From an optimization exercise on the open Yosys and OpenROAD flow, aimed at small area and a short achievable clock period; shortcuts taken in it are not production practice.
Power is estimated from default activity; no workload was simulated.

==> module bppi, before the edit <==
module bppi (input one, input two, input neg, input m1, input m0, input inj, output p);
  assign p = (((one & m1) | (two & m0)) ^ neg) | inj;
endmodule
==> module alu16_top, before the edit <==
module alu16_top (
    input clk,
    input [5:0] alufn,
    input [15:0] a,
    input [15:0] b,
    output reg [15:0] y
  );
  wire [55:0] cs;
  alu_3 alu (.alufn(alufn), .a(a), .b(b), .cs(cs));
  wire [1:0] grp = alufn[5:4];
  reg [55:0] cs_q;
  reg sel_sum_q, sel_rev_q, force_q, ltd_q;
  always @(posedge clk) begin
    cs_q <= cs;
    sel_sum_q <= ~grp[1] | (~grp[0] & ~alufn[0]);    
    sel_rev_q <= (grp == 2'b10) & alufn[0];           
    force_q <= (grp == 2'b11) & ((alufn[1] & (a == b)) | (alufn[2] & a[15] & ~b[15]));
    ltd_q <= (grp == 2'b11) & alufn[2] & ~(a[15] ^ b[15]);
  end
  wire s47, c48;
  ha1 u_s47 (.a(cs_q[22]), .b(cs_q[23]), .s(s47), .co(c48));
  wire s49, c50;
  ha1 u_s49 (.a(cs_q[27]), .b(cs_q[28]), .s(s49), .co(c50));
  wire s51, c52;
  ha1 u_s51 (.a(cs_q[31]), .b(cs_q[32]), .s(s51), .co(c52));
  wire s53, c54;
  fa1 u_s53 (.a(cs_q[35]), .b(cs_q[36]), .ci(cs_q[37]), .s(s53), .co(c54));
  wire s55, c56;
  ha1 u_s55 (.a(cs_q[38]), .b(cs_q[39]), .s(s55), .co(c56));
  wire s57, c58;
  fa1 u_s57 (.a(cs_q[41]), .b(cs_q[42]), .ci(cs_q[43]), .s(s57), .co(c58));
  wire s59, c60;
  ha1 u_s59 (.a(cs_q[44]), .b(cs_q[45]), .s(s59), .co(c60));
  wire s61, c62;
  fa1 u_s61 (.a(cs_q[46]), .b(cs_q[47]), .ci(cs_q[48]), .s(s61), .co(c62));
  wire s63, c64;
  ha1 u_s63 (.a(cs_q[49]), .b(cs_q[50]), .s(s63), .co(c64));
  wire s65, c66;
  ha1 u_s65 (.a(cs_q[12]), .b(cs_q[13]), .s(s65), .co(c66));
  wire s67, c68;
  ha1 u_s67 (.a(cs_q[16]), .b(cs_q[17]), .s(s67), .co(c68));
  wire s69, c70;
  ha1 u_s69 (.a(cs_q[19]), .b(cs_q[20]), .s(s69), .co(c70));
  wire s71, c72;
  fa1 u_s71 (.a(cs_q[24]), .b(cs_q[25]), .ci(cs_q[26]), .s(s71), .co(c72));
  wire s73, c74;
  fa1 u_s73 (.a(cs_q[29]), .b(cs_q[30]), .ci(c48), .s(s73), .co(c74));
  wire s75, c76;
  fa1 u_s75 (.a(cs_q[33]), .b(cs_q[34]), .ci(c50), .s(s75), .co(c76));
  wire s77, c78;
  fa1 u_s77 (.a(cs_q[40]), .b(c52), .ci(s55), .s(s77), .co(c78));
  wire s79, c80;
  fa1 u_s79 (.a(c56), .b(s59), .ci(c54), .s(s79), .co(c80));
  wire s81, c82;
  fa1 u_s81 (.a(c60), .b(s63), .ci(c58), .s(s81), .co(c82));
  wire s83, c84;
  ha1 u_s83 (.a(cs_q[1]), .b(cs_q[2]), .s(s83), .co(c84));
  wire s85, c86;
  ha1 u_s85 (.a(cs_q[5]), .b(cs_q[6]), .s(s85), .co(c86));
  wire s87, c88;
  ha1 u_s87 (.a(cs_q[8]), .b(cs_q[9]), .s(s87), .co(c88));
  wire s89, c90;
  ha1 u_s89 (.a(cs_q[10]), .b(cs_q[11]), .s(s89), .co(c90));
  wire s91, c92;
  fa1 u_s91 (.a(cs_q[14]), .b(cs_q[15]), .ci(s65), .s(s91), .co(c92));
  wire s93, c94;
  fa1 u_s93 (.a(cs_q[18]), .b(c66), .ci(s67), .s(s93), .co(c94));
  wire s95, c96;
  fa1 u_s95 (.a(cs_q[21]), .b(c68), .ci(s69), .s(s95), .co(c96));
  wire s97, c98;
  fa1 u_s97 (.a(s47), .b(c70), .ci(s71), .s(s97), .co(c98));
  wire s99, c100;
  fa1 u_s99 (.a(s49), .b(c72), .ci(s73), .s(s99), .co(c100));
  wire s101, c102;
  fa1 u_s101 (.a(s51), .b(c74), .ci(s75), .s(s101), .co(c102));
  wire s103, c104;
  fa1 u_s103 (.a(s53), .b(c76), .ci(s77), .s(s103), .co(c104));
  wire s105, c106;
  fa1 u_s105 (.a(s57), .b(c78), .ci(s79), .s(s105), .co(c106));
  wire s107, c108;
  fa1 u_s107 (.a(s61), .b(c80), .ci(s81), .s(s107), .co(c108));
  wire p109 = cs_q[51] ^ cs_q[52];
  wire p110 = cs_q[53] ^ cs_q[54];
  wire p111 = cs_q[55] ^ p109;
  wire p112 = p110 ^ c64;
  wire p113 = p111 ^ c62;
  wire p114 = p112 ^ p113;
  wire p115 = p114 ^ c82;
  wire p116 = p115 ^ c108;
  wire [15:0] sx = {p116, c106, c104, c102, c100, c98, c96, c94, c92, c90, c88, c86, cs_q[7], cs_q[4], cs_q[3], cs_q[0]};
  wire [15:0] sy = {1'b0, s107, s105, s103, s101, s99, s97, s95, s93, s91, s89, s87, s85, c84, s83, 1'b0};
  wire [15:0] sum;
  adder16_7 add (.x(sx), .y(sy), .sum(sum));
  wire cmp;
  compare16_10 comp (.force1(force_q), .ltd(ltd_q), .d15(sum[15]), .out(cmp));
  wire [15:0] rv;
  assign rv[15] = cs_q[0];
  assign rv[14] = cs_q[1] | cs_q[2] | cs_q[3];
  assign rv[13] = cs_q[4];
  assign rv[12] = cs_q[5] | cs_q[6] | cs_q[7];
  assign rv[11] = cs_q[8] | cs_q[9];
  assign rv[10] = cs_q[10] | cs_q[11];
  assign rv[9] = cs_q[12] | cs_q[13] | cs_q[14] | cs_q[15];
  assign rv[8] = cs_q[16] | cs_q[17] | cs_q[18];
  assign rv[7] = cs_q[19] | cs_q[20] | cs_q[21];
  assign rv[6] = cs_q[22] | cs_q[23] | cs_q[24] | cs_q[25] | cs_q[26];
  assign rv[5] = cs_q[27] | cs_q[28] | cs_q[29] | cs_q[30];
  assign rv[4] = cs_q[31] | cs_q[32] | cs_q[33] | cs_q[34];
  assign rv[3] = cs_q[35] | cs_q[36] | cs_q[37] | cs_q[38] | cs_q[39] | cs_q[40];
  assign rv[2] = cs_q[41] | cs_q[42] | cs_q[43] | cs_q[44] | cs_q[45];
  assign rv[1] = cs_q[46] | cs_q[47] | cs_q[48] | cs_q[49] | cs_q[50];
  assign rv[0] = cs_q[51] | cs_q[52] | cs_q[53] | cs_q[54] | cs_q[55];
  wire [15:0] res = ({16{sel_sum_q}} & sum) | ({16{sel_rev_q}} & rv) |
                    {15'd0, cmp};
  always @(posedge clk) begin
    y <= res;
  end
endmodule
==> flow/config.mk <==
export PLATFORM = sky130hd
export DESIGN_NAME = alu16_top
export DESIGN_NICKNAME = alu16_top
export VERILOG_FILES = /design/flow/design.v
export SDC_FILE = /design/flow/constraint.sdc
export NUM_CORES = 4
export LEC_CHECK = 0
export CAP_MARGIN = 0
export CORE_MARGIN = 2
export CORE_UTILIZATION = 55
export CTS_BUF_LIST = sky130_fd_sc_hd__clkbuf_4 sky130_fd_sc_hd__clkbuf_8
export SETUP_SLACK_MARGIN = 2.85
export SLEW_MARGIN = 0
export DONT_USE_CELLS += sky130_fd_sc_hd__ha_1 sky130_fd_sc_hd__ha_2 sky130_fd_sc_hd__ha_4
export BUFFER_PORTS_ARGS = -buffer_cell sky130_fd_sc_hd__buf_1
==> flow/constraint.sdc <==
create_clock -name core_clock -period 6.5 [get_ports {clk}]
set_input_delay 1.3000 -clock core_clock [delete_from_list [all_inputs] [get_ports {clk}]]
set_output_delay 1.3000 -clock core_clock [all_outputs]
set_load 0.01 [all_outputs]
standard.sh (not shown) runs the stock make flow with config.mk's settings and CLKGATE_MAP_FILE= SYNTH_SCRIPT=/design/flow/synth_recipe.tcl, a recipe that flattens the netlist after the stock synthesis.
==> flow/flow/run.sh <==
#!/bin/bash
# Standard layout (the standard.sh) with two changes to its settings:
# half-adder cells are kept out of synthesis (abc maps half adders to plain
# gates), and the port buffers are the smallest buffer cell.  The tools'
# output goes to standard.log here.
set -e
cat >> "$FLOW_CONFIG" <<'EOC'
export DONT_USE_CELLS += sky130_fd_sc_hd__ha_1 sky130_fd_sc_hd__ha_2 sky130_fd_sc_hd__ha_4
export BUFFER_PORTS_ARGS = -buffer_cell sky130_fd_sc_hd__buf_1
EOC
bash standard.sh > standard.log 2>&1
==> next run, changes <==
--- a/flow/design.v
+++ b/flow/design.v
@@ -69,13 +69,13 @@
   assign fill = s[4] ? 16'hffff : ~(16'hffff << s[3:0]);
 endmodule
 module bpp (input one, input two, input neg, input m1, input m0, output p);
   assign p = ((one & m1) | (two & m0)) ^ neg;
 endmodule
 module bppi (input one, input two, input neg, input m1, input m0, input inj, output p);
-  assign p = (((one & m1) | (two & m0)) ^ neg) | inj;
+  assign p = ((one & m1) | (two & m0) | inj) ^ neg;
 endmodule
 module benc (input b2, input b1, input b0, input mul, input f1, input f2,
              output one, output two, output neg);
   assign one = (mul & (b1 ^ b0)) | f1;
   assign two = (mul & ((b2 & ~b1 & ~b0) | (~b2 & b1 & b0))) | f2;
   assign neg = mul & b2;
@@ -197,13 +197,13 @@
 endmodule
 module alu16_top (
     input clk,
     input [5:0] alufn,
     input [15:0] a,
     input [15:0] b,
-    output reg [15:0] y
+    output [15:0] y
   );
   wire [55:0] cs;
   alu_3 alu (.alufn(alufn), .a(a), .b(b), .cs(cs));
   wire [1:0] grp = alufn[5:4];
   reg [55:0] cs_q;
   reg sel_sum_q, sel_rev_q, force_q, ltd_q;
@@ -286,30 +286,24 @@
   wire p116 = p115 ^ c108;
   wire [15:0] sx = {p116, c106, c104, c102, c100, c98, c96, c94, c92, c90, c88, c86, cs_q[7], cs_q[4], cs_q[3], cs_q[0]};
   wire [15:0] sy = {1'b0, s107, s105, s103, s101, s99, s97, s95, s93, s91, s89, s87, s85, c84, s83, 1'b0};
   wire [15:0] sum;
   adder16_7 add (.x(sx), .y(sy), .sum(sum));
   wire cmp;
-  compare16_10 comp (.force1(force_q), .ltd(ltd_q), .d15(sum[15]), .out(cmp));
-  wire [15:0] rv;
-  assign rv[15] = cs_q[0];
-  assign rv[14] = cs_q[1] | cs_q[2] | cs_q[3];
-  assign rv[13] = cs_q[4];
-  assign rv[12] = cs_q[5] | cs_q[6] | cs_q[7];
-  assign rv[11] = cs_q[8] | cs_q[9];
-  assign rv[10] = cs_q[10] | cs_q[11];
-  assign rv[9] = cs_q[12] | cs_q[13] | cs_q[14] | cs_q[15];
-  assign rv[8] = cs_q[16] | cs_q[17] | cs_q[18];
-  assign rv[7] = cs_q[19] | cs_q[20] | cs_q[21];
-  assign rv[6] = cs_q[22] | cs_q[23] | cs_q[24] | cs_q[25] | cs_q[26];
-  assign rv[5] = cs_q[27] | cs_q[28] | cs_q[29] | cs_q[30];
-  assign rv[4] = cs_q[31] | cs_q[32] | cs_q[33] | cs_q[34];
-  assign rv[3] = cs_q[35] | cs_q[36] | cs_q[37] | cs_q[38] | cs_q[39] | cs_q[40];
-  assign rv[2] = cs_q[41] | cs_q[42] | cs_q[43] | cs_q[44] | cs_q[45];
-  assign rv[1] = cs_q[46] | cs_q[47] | cs_q[48] | cs_q[49] | cs_q[50];
-  assign rv[0] = cs_q[51] | cs_q[52] | cs_q[53] | cs_q[54] | cs_q[55];
-  wire [15:0] res = ({16{sel_sum_q}} & sum) | ({16{sel_rev_q}} & rv) |
-                    {15'd0, cmp};
+  reg [15:0] sum_q;
+  reg sel_sum_qq, sel_rev_qq, force_qq, ltd_qq;
   always @(posedge clk) begin
-    y <= res;
+    sum_q <= sum;
+    sel_sum_qq <= sel_sum_q;
+    sel_rev_qq <= sel_rev_q;
+    force_qq <= force_q;
+    ltd_qq <= ltd_q;
   end
+  compare16_10 comp (.force1(force_qq), .ltd(ltd_qq), .d15(sum_q[15]), .out(cmp));
+  wire [15:0] rv;
+  genvar ri;
+  generate for (ri = 0; ri < 16; ri = ri + 1) begin : g_rev
+    assign rv[ri] = sum_q[15 - ri];
+  end endgenerate
+  assign y = ({16{sel_sum_qq}} & sum_q) | ({16{sel_rev_qq}} & rv) |
+             {15'd0, cmp};
 endmodule
Outcome: Global-route usage goes up by 0.70 points. Hold slack gets worse by 0.15 ns. Via count goes down slightly. Power goes down by a few percent. Die area goes up slightly. Register-to-register slack gets better by 0.03 ns.
Function was not checked in any run of this note: the RTL went through the layout flow alone.

static timing again, ports no longer ideal:
In the flow no input, the clock included, has a driving cell. The finished layouts below were timed again as built, in two steps. Step 1: set_driving_cell puts a clkbuf_16 on clk and a buf_2 on each other input, an assumption about the parent block. Step 2, shift: input delay + t, output delay - t, t = (earliest + latest rising clock arrival at the registers) / 2. This alone moves slack from input paths to output paths. Slacks: ideal / step 1 / step 2; pairs: ideal / step 1.
run	t, ns	slack for setup (ns)	worst hold slack (ns)	clock arrival spread, ns
the first run	0.380	2.919 / 2.931 / 2.552	0.478 / 0.478 / 0.478	0.006 / 0.007
the second run	0.393	2.869 / 2.888 / 2.495	0.329 / 0.329 / 0.329	0.011 / 0.011
After both steps setup and hold are still met in every run listed. For the second run, which loses most, drivers alone change the setup slack by +0.019 ns; drivers and shift together by -0.374 ns.
